This is an optimization exercise on Yosys and OpenROAD, whose aim is small area and a short achievable clock period, not a production implementation. The RTL was checked by simulation tests, not by an equivalence proof against the original design.

==> flow/design.v (outline; a module is shown in full before it is edited, if it fits) <==
// module iir_filter: 1054 lines
// module iir_fa: 4 lines
module iir_filter(
    input clk,
    input rst,
    input signed [11:0] signal_i,
    output signed [11:0] signal_o
    );
  // ...
==> flow/run.sh <==
#!/bin/bash
# synth_recipe.tcl (not shown) runs the flow's synth.tcl, then flattens the netlist and writes it again
# the make line also repeats each setting of config.mk as NAME=value (left out here)
make -C /OpenROAD-flow-scripts/flow DESIGN_CONFIG=/design/flow/config.mk WORK_HOME=/design/flow/orfs CLKGATE_MAP_FILE= SYNTH_SCRIPT=/design/flow/synth_recipe.tcl finish
==> flow/config.mk <==
export PLATFORM = sky130hd
export DESIGN_NAME = iir_filter
export DESIGN_NICKNAME = iir_filter
export VERILOG_FILES = /design/flow/design.v
export SDC_FILE = /design/flow/constraint.sdc
export NUM_CORES = 4
export LEC_CHECK = 0
export ABC_AREA = 1
export CAP_MARGIN = 20
export CORE_MARGIN = 2
export CORE_UTILIZATION = 50
export CTS_BUF_LIST = sky130_fd_sc_hd__clkbuf_4 sky130_fd_sc_hd__clkbuf_8
export PLACE_DENSITY = 0.75
export SLEW_MARGIN = 20
export SYNTH_HIERARCHICAL = 1
==> flow/constraint.sdc <==
create_clock -name core_clock -period 14.5 [get_ports {clk}]
set_input_delay 2.9000 -clock core_clock [delete_from_list [all_inputs] [get_ports {clk}]]
set_output_delay 2.9000 -clock core_clock [all_outputs]
set_load 0.01 [all_outputs]
==> impl_metrics.env, run 1 <==
export IMPL_hold_depth=0
export IMPL_synthXorXnorAreaFrac=0.01310
export IMPL_yosys_area_top_type="fa_1"
export IMPL_clk_pin_slew_ps=120
export IMPL_final_cell_mix="442 x fa_1, 137 x inv_1, 119 x nand2_1"
export IMPL_r2r_cells=21
export IMPL_clock_area_frac=0.02207
export IMPL_chipHeight_um=183.1
export IMPL_status="complete, no violations"
export IMPL_tns_ps=0
export IMPL_cp_depth=21
export IMPL_drive_gt1_frac=0.1065
export IMPL_fmax_mhz=173.5
export IMPL_worstPathCellList="fa_1, fa_1, fa_1, ha_1, nand2_1, nor2_1, inv_1, o21ai_1, a21oi_1, xnor2_1, fa_1, ha_1, nand2_1, inv_1, a21boi_0, o21ai_0, a21oi_1, nor2_2, nand2_1, nand2_1, nand2_1"
export IMPL_reg2reg_slack_ps=8740
export IMPL_cp_start_kind="flip-flop"
export IMPL_n_all_buffers=26
export IMPL_wl_met2_um=18810
export IMPL_clkSinkCount=185
export IMPL_met3_usage=0.08181
export IMPL_io_pins=26
export IMPL_fin_ws_ps=8736
export IMPL_cts_root_buf="clkbuf_8"
export IMPL_top_regs="qa (21), qb (20)"
export IMPL_antenna_found_initial=0
export IMPL_mostFrequentLayoutCell="fa_1"
export IMPL_drcViolationCount=0
export IMPL_min_period_over_period=0.3975
export IMPL_cts_inserted_buffers=17
export IMPL_holdBufCountCts=0
export IMPL_nNonClkInverters=140
export IMPL_cp_end_kind="flip-flop"
export IMPL_grt_pass1_vias=9906
export IMPL_worstHoldEndpoint="x4[11]"
export IMPL_ys_top_cells_by_count="442 x fa_1, 138 x inv_1, 119 x nand2_1"
export IMPL_place_area_um2=16800
export IMPL_core_area_um2=31560
export IMPL_multi_input_area_share=0.6400
export IMPL_path_buf_inv=2
export IMPL_met1_length_um=15990
export IMPL_ys_seq_area_frac=0.2814
==> run 2: changes to the inputs <==
--- a/flow/config.mk
+++ b/flow/config.mk
@@ -10,5 +10,5 @@
 export CORE_MARGIN = 2
-export CORE_UTILIZATION = 50
+export CORE_UTILIZATION = 40
 export CTS_BUF_LIST = sky130_fd_sc_hd__clkbuf_4 sky130_fd_sc_hd__clkbuf_8
-export PLACE_DENSITY = 0.75
+export PLACE_DENSITY = 0.6
 export SLEW_MARGIN = 20
==> impl_metrics.env, run 2 <==
export IMPL_status="complete, no violations"
export IMPL_post_synth_cell_area_avg_um2=14.61
export IMPL_max_clock_path_buffers=2
export IMPL_wl_per_cell_um=23.66
export IMPL_drtPass1Iterations=6
export IMPL_io_pins=26
export IMPL_area_growth_pct=8.174
export IMPL_cp_max_fo=8
export IMPL_ys_seq_area_frac=0.2814
export IMPL_relSlewSlack=0.3971
export IMPL_cts_root_buf="clkbuf_8"
export IMPL_fin_util=0.4378
export IMPL_antenna_left=0
export IMPL_grt_setup_unrepaired="false"
export IMPL_register_area_um2=4514
export IMPL_multi_input_area_um2=10990
export IMPL_cts_inserted_buffers=17
export IMPL_grt_overflow_total=0
export IMPL_cts_repair_resized=0
export IMPL_start_util=0.4047
export IMPL_dp_cells=1648
export IMPL_clock_latency_ps=530
export IMPL_stdcell_count=1681
export IMPL_fillers=3621
export IMPL_fmax_mhz=173.9
export IMPL_drt_iter0_markers=493
export IMPL_post_synth_num_cell_types=31
export IMPL_postRouteWirelength_um=39770
export IMPL_reg2reg_slack_ps=8750
export IMPL_die_w_um=204.3
export IMPL_routed_via_density=4.946
export IMPL_drive_gt1_frac=0.1065
export IMPL_drcViolationCount=0
export IMPL_yosysWarningCount=7
export IMPL_grt_first_pass_wirelength_um=62040
export IMPL_place_congestion=0.9370
export IMPL_grt_pass1_vias=9576
export IMPL_crit_type="reg -> reg"
export IMPL_top_register="qa"
export IMPL_top_regs="qa (21), qb (20)"
export IMPL_die_area_um2=41720
export IMPL_final_cell_mix="442 x fa_1, 137 x inv_1, 119 x nand2_1"
export IMPL_critPathArrivalTime_ps=6180
export IMPL_dp_hpwl_um=34340
export IMPL_cp_start_kind="flip-flop"
export IMPL_synthSimpleGateAreaFrac=0.04797
export IMPL_syn_num_nets=1621
export IMPL_skew_ps=15.83
export IMPL_final_nets=1665
export IMPL_core_area_um2=39640
export IMPL_finalCriticalPeriod_ps=5750
export IMPL_clk_pin_slew_ps=110
export IMPL_vias=8314
export IMPL_synth_area_leaders="fa_1 55%, dfstp_2 12%, dfrtp_1 11%"
export IMPL_slew_violations=0
export IMPL_crit_end="y0[11]"
export IMPL_largest_register_ffs=21
export IMPL_cts_max_level=4
export IMPL_cp_data_required_time_ps=14930
export IMPL_synthAdderAreaFrac=0.6039
export IMPL_io_buffers=25
export IMPL_min_path_type="reg -> reg"
export IMPL_syn_area_um2=16040
export IMPL_ys_top_cells_by_count="442 x fa_1, 138 x inv_1, 119 x nand2_1"
export IMPL_core_rowCount=73
export IMPL_synth_edf_count=0
export IMPL_synthMostInstantiatedCell="fa_1"
export IMPL_chipHeight_um=204.3
export IMPL_synth_compound_area_frac=0.02044
export IMPL_holdBufCountCts=0
export IMPL_worst_pin_slew_ps=904.3
export IMPL_synth_top_cell_area_share=0.5516
export IMPL_synth_seq_cells=185
export IMPL_r2r_start="y0[1]"
export IMPL_synthMuxAreaShare=0
export IMPL_ys_flop_type="dfstp_2"
export IMPL_maxCapViolCount=0
export IMPL_cp_end_kind="flip-flop"
export IMPL_tns_ps=0
export IMPL_crit_path_start="y0[1]"
export IMPL_clkSinkCount=185
export IMPL_hold_viol_final=0
export IMPL_cts_tree="done"
export IMPL_synth_cells=1098
export IMPL_grtUsageTotal=0.2130
export IMPL_mostFrequentLayoutCell="fa_1"
export IMPL_setup_violations_final=0
export IMPL_yosys_area_top_type="fa_1"
export IMPL_grt_max_degree=75
export IMPL_synth_top_family_by_area="adder cells"
export IMPL_postCtsSetupBuffers=0
export IMPL_antenna_found_initial=1
export IMPL_min_period_over_period=0.3965
export IMPL_synthXorXnorAreaFrac=0.01310
export IMPL_worst_hold_slack_ps=417.4
export IMPL_r2r_cells=21
export IMPL_r2r_end="y0[11]"
export IMPL_ys_async_sr_fraction=0.7784
==> run 2: how the worst min path moves through the flow <==
stage	startpoint	slack [ps]	depth (start not counted)	end
CTS	x3[11]	420	0	x4[11]
floorplan	x5[11]	380	0	x6[11]
global placement	x3[11]	400	0	x4[11]
detailed placement	x3[11]	400	0	x4[11]
finish	x3[11]	420	0	x4[11]
global route	x3[11]	420	0	x4[11]
==> run 2: area by class of cell <==
type                            instances  area share
Antenna cell                            1   0.0001442
Clock buffer                           17     0.01348
Tap cell                              525     0.03785
Sequential cell                       185      0.2601
Inverter                              140     0.03057
Clock inverter                         15    0.009373
Multi-Input combinational cell        772      0.6336
Timing Repair Buffer                   26     0.01485
==> run 2: critical path, stage by stage (launching register included) <==
cell and delay [ps]:
dfstp_2 810, fa_1 500, fa_1 510, fa_1 420, ha_1 360, nand2_1 120
nor2_2 150, inv_2 50, nor2_4 110, nand2_1 60, nand3_1 140, a31oi_1 130
xnor2_1 390, fa_1 510, ha_1 360, a21o_1 190, a21boi_0 160, o21ai_0 110
a21oi_1 280, nor2_2 100, nand3_1 110, nand2_1 60
==> run 2: cell families after synthesis <==
| logic type | count (synthesis) |
|---|---|
| adders and majority gates | 509 |
| DFF | 185 |
| and+or+nand+nor | 179 |
| buffers and inverters | 141 |
| AOI/OAI and AO/OA | 60 |
| xor gates and xnor gates | 24 |
==> run 2: Yosys stat by module, one instance, submodules excluded <==
module	copies in the design	cell area [um^2]	cells inside	flip-flops and latches
iir_filter	1	7193	656	185
iir_fa	442	20.02	1	0
==> run 2: metal layers <==
metal | GRT usage | up-vias | wire length (um)
li1 | - | 3438 | -
met1 | 0.3007 | 4600 | 17390
met2 | 0.3339 | 234 | 19370
met3 | 0.05405 | 42 | 2340
met4 | 0.04891 | 0 | 662
met5 | 0 | - | 0
==> run 2: metrics by stage <==
step                      setup WS [ps]  cell area (um^2)
final                              8750             17350
after global routing               8390             17350
after CTS                          8753             17350
after floorplan                    7853             16040
after detailed placement           8513             16950
after global placement             8570             16950

## re-timing with driven ports
No port has a modelled driver above. Below, the same layouts with a new extraction and two added sets of constraints. Step 1 sets driving cells, clkbuf_16 on the clock port and buf_2 on the other inputs (assumed; they add their load-dependent delay and slew). Step 2 times the ports against the registers' clock, not the clock port: input delays grow and output delays shrink by t, the midpoint of the rising clock arrivals with the driver on. Three values: ideal, step 1, step 2; two values: the first two.
| run | shift t [ns] | setup WS [ns] | clock arrival spread, ns |
|---|---|---|---|
| run 1 | 0.528 | 8.736 / 8.736 / 8.448 | 0.022 / 0.021 |
| run 2 | 0.569 | 8.750 / 8.750 / 8.532 | 0.018 / 0.018 |
After both steps setup and hold are still met in every run listed. For run 1, which loses most, drivers alone change the setup slack by 0.000 ns; drivers and shift together by -0.288 ns.
